Context: an optimization exercise on an open-source flow, tuned for a short achievable clock period and few clock cycles. The choices shown serve that exercise and are no tape-out recipe.
No functional check of the RTL was part of this run.
Power is estimated from default activity; no workload was simulated.

[flow/run.sh]
#!/bin/bash
# synth_recipe.tcl (not shown) runs the flow's synth.tcl, then flattens the netlist and writes it again
# the make line also repeats each setting of config.mk as NAME=value (left out here)
make -C /OpenROAD-flow-scripts/flow DESIGN_CONFIG=/design/flow/config.mk WORK_HOME=/design/flow/orfs CLKGATE_MAP_FILE= SYNTH_SCRIPT=/design/flow/synth_recipe.tcl finish
[flow/config.mk]
export PLATFORM = sky130hd
export DESIGN_NAME = manta_style
export DESIGN_NICKNAME = manta_style
export VERILOG_FILES = /design/flow/design.v
export SDC_FILE = /design/flow/constraint.sdc
export NUM_CORES = 4
export LEC_CHECK = 0
export ABC_CLOCK_PERIOD_IN_PS = 3000
export CAP_MARGIN = 20
export CORE_MARGIN = 2
export CORE_UTILIZATION = 40
export PLACE_DENSITY = 0.6
export SETUP_SLACK_MARGIN = 5
export SLEW_MARGIN = 20
[flow/constraint.sdc]
create_clock -name core_clock -period 8.5 [get_ports {clk}]
set_input_delay 1.7000 -clock core_clock [delete_from_list [all_inputs] [get_ports {clk}]]
set_output_delay 1.7000 -clock core_clock [all_outputs]
set_load 0.01 [all_outputs]
[flow/design.v]
module multiplier3 (
    input             clk,
    input      [15:0] A,
    input      [15:0] B,
    output     [15:0] product
);
    reg [19:0] p0, p1, p2, p3;
    always @(posedge clk) begin
        p0 <= A * B[3:0];
        p1 <= A * B[7:4];
        p2 <= A * B[11:8];
        p3 <= A * B[15:12];
    end
    wire [31:0] full = {12'd0, p0} + {8'd0, p1, 4'd0} + {4'd0, p2, 8'd0} + {p3, 12'd0};
    assign product = (|full[31:16]) ? 16'hffff : full[15:0];
endmodule
module alu (
    input      [15:0] A,
    input      [15:0] B,
    input      [3:0]  shamt,
    input      [15:0] pc1,
    input             op_add,     
    input             op_sub,
    input             op_and,
    input             op_or,
    input             op_xor,
    input             op_shl,
    input             op_shr,
    input             op_link,
    output     [15:0] sum,
    output     [15:0] out
);
    assign sum = A + (op_sub ? ~B : B) + {15'd0, op_sub};
    wire [15:0] shl = A << shamt;
    wire [15:0] shr = A >> shamt;
    assign out = ({16{op_add | op_sub}} & sum)
               | ({16{op_and}}  & (A & B))
               | ({16{op_or}}   & (A | B))
               | ({16{op_xor}}  & (A ^ B))
               | ({16{op_shl}}  & shl)
               | ({16{op_shr}}  & shr)
               | ({16{op_link}} & pc1);
endmodule
module register_file (
    input             clk,
    input             rst,
    input      [3:0]  rd_1,
    input      [3:0]  rd_2,
    input      [3:0]  wr,
    input      [15:0] wr_data,
    input             wr_en,
    output     [15:0] rd_1_data,
    output     [15:0] rd_2_data
);
    reg [15:0] gpr [1:15];
    integer i;
    always @(posedge clk) begin
        if (rst) begin
            for (i = 1; i < 16; i = i + 1) gpr[i] <= 16'd0;
        end else if (wr_en && wr != 4'd0) begin
            gpr[wr] <= wr_data;
        end
    end
    assign rd_1_data = (rd_1 == 4'd0) ? 16'd0 : gpr[rd_1];
    assign rd_2_data = (rd_2 == 4'd0) ? 16'd0 : gpr[rd_2];
endmodule
module manta_style (
    input clk,
    input rst,
    output [15:0] imem_addr,
    input  [15:0] imem_rdata,
    output [15:0] dmem_addr,
    output        dmem_we,
    output [15:0] dmem_wdata,
    input  [15:0] dmem_rdata
);
    reg [15:0] fa;               
    reg        lr_v;             
    reg [3:0]  lr_rd;            
    reg [15:0] lr_q;
    assign imem_addr = fa;
    wire [3:0]  f_op     = imem_rdata[15:12];
    wire        f_bne_t  = (f_op == 4'hd) && (imem_rdata[11:8] != imem_rdata[3:0]);
    wire        f_jalr_p = (f_op == 4'hf) && lr_v && (imem_rdata[11:8] == lr_rd);
    wire        f_jmp    = f_bne_t || (f_op == 4'he) || f_jalr_p;
    wire [15:0] f_off4   = {{12{imem_rdata[7]}}, imem_rdata[7:4]};
    wire [15:0] f_off    = f_op[1] ? {{8{imem_rdata[11]}}, imem_rdata[11:4]} : f_off4;
    wire [15:0] f_seq    = fa + 16'd1;
    wire [15:0] f_tgt    = f_jalr_p ? lr_q + f_off4 : fa + f_off;
    reg        d_valid;
    reg [15:0] d_ir;
    reg [15:0] d_pc1;
    reg        d_jp;             
    reg [15:0] d_pbase;
    wire [3:0] d_op = d_ir[15:12];
    wire [3:0] d_ra = d_ir[11:8];
    wire [3:0] d_rb = d_ir[7:4];
    wire [3:0] d_rc = d_ir[3:0];
    wire       d_uses_a = (d_op != 4'he);
    wire       d_rr     = (d_op < 4'h6);                     
    wire       d_cd     = (d_op == 4'hc) || (d_op == 4'hd);   
    wire [3:0] d_r1 = d_uses_a ? d_ra : 4'd0;
    wire [3:0] d_r2 = d_rr ? d_rb : (d_cd ? d_rc : 4'd0);
    wire       d_wr = !d_cd && (d_rc != 4'd0);
    wire       d_imm = !d_rr;                                
    wire [15:0] d_immv = (d_op == 4'hf) ? {{12{d_ir[7]}}, d_ir[7:4]} : {12'd0, d_ir[7:4]};
    reg        e_valid;
    reg        e_wr;
    reg [3:0]  e_rd;
    reg        e_late;           
    reg        e_load, e_store, e_mul, e_bne, e_jalr;
    reg        e_add, e_sub, e_and, e_or, e_xor, e_shl, e_shr, e_link;
    reg [15:0] e_a, e_b, e_s, e_pc1;
    reg        e_fam, e_faw, e_fbm, e_fbw, e_fsm, e_fsw;
    reg        e_bt;             
    reg        e_jp;             
    reg [15:0] e_pbase;
    reg        m_wr;
    reg [3:0]  m_rd;
    reg        m_load, m_mul;
    reg        m_we;
    reg [15:0] m_res;
    reg [15:0] m_s;
    reg        w_wr;
    reg [3:0]  w_rd;
    reg [15:0] w_res;
    wire [15:0] rf1, rf2;
    register_file rf (
        .clk(clk), .rst(rst),
        .rd_1(d_r1), .rd_2(d_r2),
        .wr(w_rd), .wr_data(w_res), .wr_en(w_wr),
        .rd_1_data(rf1), .rd_2_data(rf2)
    );
    wire [15:0] d_v1 = (w_wr && w_rd == d_r1) ? w_res : rf1;
    wire [15:0] d_v2 = (w_wr && w_rd == d_r2) ? w_res : rf2;
    wire d_he1 = e_wr && (e_rd == d_r1) && (d_r1 != 4'd0);
    wire d_he2 = e_wr && (e_rd == d_r2) && (d_r2 != 4'd0);
    wire d_hm1 = m_wr && (m_rd == d_r1) && (d_r1 != 4'd0);
    wire d_hm2 = m_wr && (m_rd == d_r2) && (d_r2 != 4'd0);
    wire d_stall = d_valid && e_late && (d_he1 || d_he2);
    wire [15:0] x_a = e_fam ? m_res : (e_faw ? w_res : e_a);
    wire [15:0] x_b = e_fbm ? m_res : (e_fbw ? w_res : e_b);
    wire [15:0] x_s = e_fsm ? m_res : (e_fsw ? w_res : e_s);
    wire [15:0] x_sum, x_out;
    alu alu (
        .A(x_a), .B(x_b), .shamt(e_b[3:0]), .pc1(e_pc1),
        .op_add(e_add), .op_sub(e_sub), .op_and(e_and), .op_or(e_or),
        .op_xor(e_xor), .op_shl(e_shl), .op_shr(e_shr), .op_link(e_link),
        .sum(x_sum), .out(x_out)
    );
    wire [15:0] mul_out;
    multiplier3 mul (.clk(clk), .A(x_a), .B(x_b), .product(mul_out));
    wire x_redir = e_valid && ((e_bne && e_bt && (x_a == x_s)) ||
                               (e_jalr && !(e_jp && (x_a == e_pbase))));
    wire [15:0] x_tgt = e_bne ? e_pc1 : x_sum;
    assign dmem_addr  = m_res;
    assign dmem_we    = m_we;
    assign dmem_wdata = m_s;
    always @(posedge clk) begin
        if (rst) begin
            fa <= 16'd0;
        end else if (x_redir) begin
            fa <= x_tgt;
        end else if (!d_stall) begin
            fa <= f_jmp ? f_tgt : f_seq;
        end
        if (rst) begin
            lr_v <= 1'b0;
        end else if (f_op == 4'he && imem_rdata[3:0] != 4'd0) begin
            lr_v  <= 1'b1;
            lr_rd <= imem_rdata[3:0];
            lr_q  <= f_seq;
        end
        if (rst || x_redir) begin
            d_valid <= 1'b0;
        end else if (!d_stall) begin
            d_valid <= 1'b1;
            d_ir    <= imem_rdata;
            d_pc1   <= f_seq;
            d_jp    <= f_jalr_p;
            d_pbase <= lr_q;
        end
        e_rd   <= d_rc;
        e_late <= (d_op == 4'hb) || (d_op == 4'h5);
        e_load <= (d_op == 4'hb);
        e_store <= (d_op == 4'hc);
        e_mul  <= (d_op == 4'h5);
        e_bne  <= (d_op == 4'hd);
        e_jalr <= (d_op == 4'hf);
        e_add  <= (d_op == 4'h0) || (d_op == 4'h6) || (d_op == 4'hb) || (d_op == 4'hc);
        e_sub  <= (d_op == 4'h1);
        e_and  <= (d_op == 4'h2) || (d_op == 4'h7);
        e_or   <= (d_op == 4'h3) || (d_op == 4'h8);
        e_xor  <= (d_op == 4'h4);
        e_shl  <= (d_op == 4'h9);
        e_shr  <= (d_op == 4'ha);
        e_link <= (d_op == 4'he) || (d_op == 4'hf);
        e_a    <= d_v1;
        e_b    <= d_imm ? d_immv : d_v2;
        e_s    <= d_v2;
        e_pc1  <= d_pc1;
        e_fam  <= d_he1;
        e_faw  <= d_hm1;
        e_fbm  <= d_he2 && !d_imm;
        e_fbw  <= d_hm2 && !d_imm;
        e_fsm  <= d_he2;
        e_fsw  <= d_hm2;
        e_bt   <= (d_ra != d_rc);
        e_jp   <= d_jp;
        e_pbase <= d_pbase;
        if (rst || x_redir || d_stall || !d_valid) begin
            e_valid <= 1'b0;
            e_wr    <= 1'b0;
        end else begin
            e_valid <= 1'b1;
            e_wr    <= d_wr;
        end
        m_rd    <= e_rd;
        m_load  <= e_load;
        m_mul   <= e_mul;
        m_res   <= x_out;
        m_s     <= x_s;
        if (rst) begin
            m_wr <= 1'b0;
            m_we <= 1'b0;
        end else begin
            m_wr <= e_wr;
            m_we <= e_valid && e_store;
        end
        w_rd  <= m_rd;
        w_res <= m_load ? dmem_rdata : (m_mul ? mul_out : m_res);
        if (rst) begin
            w_wr <= 1'b0;
        end else begin
            w_wr <= m_wr;
        end
    end
endmodule
==> run summary <==
## Yosys cell counts (27+ instances only)
| library cell | instances |
|---|---|
| nand2_1 | 701 |
| edfxtp_1 | 325 |
| nor2_1 | 303 |
| dfxtp_1 | 267 |
| inv_1 | 255 |
| and2_1 | 253 |
| clkbuf_1 | 234 |
| ha_1 | 216 |
| o21ai_0 | 190 |
| a21oi_1 | 184 |
| xnor2_1 | 162 |
| fa_1 | 130 |
| nand3_1 | 113 |
| mux2i_1 | 108 |
| xor2_1 | 56 |
| nor3_1 | 54 |
| a311oi_1 | 50 |
| and3_1 | 49 |
| a211oi_1 | 39 |
| o21a_1 | 39 |
| a21o_1 | 38 |
| buf_1 | 33 |
| nor2b_1 | 32 |
| mux2_2 | 31 |
| o211ai_1 | 29 |
| a221oi_1 | 28 |
| a31oi_1 | 28 |
| a22oi_1 | 27 |
## routing by layer
metal / track usage / vias up / share of wire
met5: 0 / - / 0.000094
met4: 0.09533 / 2 / 0.037
met3: 0.05657 / 288 / 0.10
met2: 0.4115 / 1678 / 0.44
met1: 0.3731 / 16490 / 0.42
li1: - / 15270 / -
## power groups by stage
stage               logic, uW  registers (uW)  clock network, uW
floorplan                2860            3540                  0
global placement         3970            3730                  0
detailed placement       3980            3740                  0
CTS                      4390            3690               3140
global route             5270            3730               3250
finish                   4870            3710               3100
## cell type report
type,instances,area share
multi-input combinational,3173,0.4961
sequential,592,0.3166
timing repair buffer,386,0.08025
clock buffer,84,0.03912
tap,1276,0.03328
inverter,266,0.02405
clock inverter,44,0.01030
timing repair inverter,2,0.0002347
antenna,1,0.00005216
## through the flow
step	hold WS, ns	instance area [um2]
finish	0.3277	47970
global route	0.3322	47970
CTS	0.3290	45980
detailed placement	0.3158	41590
global placement	0.3187	41590
floorplan	0.3096	39680
## cell families after synthesis
| kind of cell | Yosys count | share of synthesized area |
|---|---|---|
| buffers and inverters | 544 | 0.05294 |
| flip-flops | 592 | 0.3878 |
| AO/OA/AOI/OAI | 843 | 0.1462 |
| multiplexers | 142 | 0.03845 |
| XOR/XNOR | 218 | 0.04902 |
| adder cells (fa/ha/maj) | 346 | 0.1362 |
| AND/OR/NAND/NOR | 1606 | 0.1892 |
| other | 1 | 0.00009628 |
## repair_timing
item,in CTS,in global routing
pin swaps,76,114
hold buffers,0,0
gates cloned,7,11
gates resized for setup,296,224
setup endpoints to repair,425,269
setup buffers,112,97
## critical path, delay by kind of cell, from the launching register on
family | cells | cell delay [ns]
compound gates | 12 | 2.29
flops | 1 | 0.34
simple gates | 5 | 0.66
fa+ha+maj | 3 | 0.88
buf+inv | 12 | 1.22
xor+xnor | 1 | 0.17
## state kept, by name, indices dropped and copies added (netlist names), 4 cells and up
signal / count
lr_rd: 4
mul.p1: 20
w_rd: 4
mul.p2: 20
lr_q: 16
fa: 16
e_pbase: 16
e_a: 16
m_res: 16
mul.p3: 20
d_pc1: 16
m_s: 16
e_rd: 4
d_ir: 16
e_pc1: 16
e_b: 16
d_pbase: 16
rf.gpr: 256
e_s: 16
m_rd: 4
w_res: 16
mul.p0: 20
## path summary, 6_finish.rpt
kind                      from               end  slack (ns)  depth (start not counted)
min             e_load$_DFF_P_    m_load$_DFF_P_        0.33                          0
max reg2reg  mul.p0[5]$_DFF_P_  w_res[3]$_DFF_P_        2.83                         33
min reg2reg     e_load$_DFF_P_    m_load$_DFF_P_        0.33                          0
max          mul.p0[5]$_DFF_P_  w_res[3]$_DFF_P_        2.83                         33
==> key figures <==
Power and ir drop
  – Sw power: between 4000 and 5000 uW
  – Pwr Density: 243.5 nW/um2
  – Pint: 7153 uW
  – Combinational share of power: 0.417
  – Total power: roughly 12000 uW
  – Clock power share: 0.265
  – Switching share of total power: 0.3876
  – Peak VDD IR: 189.7 uV
  – Sequential power share: 0.317
  – LEAKAGE: 0.01972 uW

Clocking
  – Skew-Pair Late Insertion Delay: 0.66 ns
  – CTS tree: built
  – CTS Buffer Depth: 3
  – CTS Sinks: a little under 600
  – TritonCTS Buffers: 70
  – Clk root buf: clkbuf_16
  – CTS clock-pin slew for the worst setup and hold paths: 0.06 ns
  – H-tree Lvls: 3

Final layout
  – Share of layout cells above drive strength 1: 0.1865
  – Commonest non-fill, non-tap cells in the layout: 680 x nand2_1, 325 x edfxtp_1, 287 x nor2_1, 250 x and2_1, 231 x dfxtp_1
  – FF+latch area: 15190 um2
  – Fin util: 0.4968
  – Filler Cell Count: approximately 8700
  – Layout area overhead: 23.18%
  – Nets: 4871
  – Fin cells: 5824
  – Commonest non-fill, non-tap cell in the layout: nand2_1
  – Multi-input logic area: 23800 um2

Synthesis
  – Cells after Synth: 4292
  – Area leader, netlist: edfxtp_1
  – Netlist cell types: 78
  – Synth Flop Type: edfxtp_1
  – Yosys warnings: 3
  – Number of flops mapped to enable cells by yosys: roughly 330
  – Top-area cell type share of the netlist area: 0.2506
  – Mean Syn Cell Area: 9.074 um2
  – Seq/Total Area, Yosys: 0.3878
  – Top post-synthesis cells by area: edfxtp_1 25%, dfxtp_1 14%, ha_1 6.9%, nand2_1 6.8%, fa_1 6.7%
  – Fraction of registers with async set or reset after synthesis: 0
  – Syn Std Cell Area: 38950 um2
  – #FFs+latches synth: 592

Run
  – Max-Cap Viols: 0

Worst setup path
  – Startpoint Class: register
  – CP Max Fanout: 8
  – Worst path required time: ~9 ns
  – Kind of critical path: reg2reg
  – CP endpoint kind: register
  – Slowest CP cell: fa_2
  – Most common cell on crit path: buf_6
  – Worst EP arrival: 6.18 ns
  – CP max stage delay: 0.45 ns

Drt
  – Vias per inst: 5.791
  – First-pass DRT Iterations: 5
  – Routed length per instance: 23.78 um
  – DRT antenna net count: 0
  – DRC viols: 0
  – Via Count: approximately 34000
  – Total Routed Length: roughly 140000 um
  – DRT iter0 DRCs: ~3400

Place
  – Dpl cells: 5468
  – HPWL after detailed placement: 90400 um
  – RD Place Congestion: 0.9584
  – Setup Slack @ Placement: 2.332 ns
  – Port bufs: 82

Die
  – Core ar.: 96570 um2
  – Full die area: between 90000 and 100000 um2
  – Site Rows: 114
  – Die width: 316.0 um
  – Die Y: 316.0 um
  – Boundary Pins: 83
  – Initial Util: 0.4033

Worst hold path
  – Worst hold path class: reg2reg

Timing
  – Worst slew pin tran: 1.097 ns
  – Skew final: approximately 0.046 ns
  – Final Hold Fails: 0
  – Post-route setup TNS: 0 ns
  – Relative slew margins: 0.2606
  – RSZ-0062 raised after global routing: true
  – Final setup fails: 0
  – Post-route minimum period: approximately 5.7 ns
  – Final period util: 0.6673
  – Max-slew violation count: 0
  – Max Clock Freq: 0.1763 GHz
  – Setup ws final: approximately 2.8 ns

Global route
  – Global-route wire length before repair: 201500 um
  – Grt ovf: 0
  – Vias in the first global route: 32510
  – Initial antenna violation count: 3
  – GRT Total Usage: 0.2679
  – Largest net degree at the start of global routing: 73

Status
  – Status: no timing/DRC/antenna violations

==> what the ideal ports hide <==
In the flow no input, the clock included, has a driving cell. The finished layout below was timed again as built, in two steps.
Step 1 assumes that a clkbuf_16 drives the clock port and a buf_2 every other input.
Step 2 times the ports against the registers' clock, not the clock port: input delays grow and output delays shrink by t, the midpoint of the rising clock arrivals with the driver on.
Three values: no drivers, after step 1, after step 2; two values: the first two.
shift t [ns]: 0.706
setup WS [ns]: 2.828 / 2.828 / 2.828
worst register clock-pin slew, ns: 0.07 / 0.07
pins driven straight from the clock port: 1
After both steps this run still meets setup and hold. For this run, drivers alone change the setup slack by 0.000 ns; drivers and shift together by 0.000 ns.
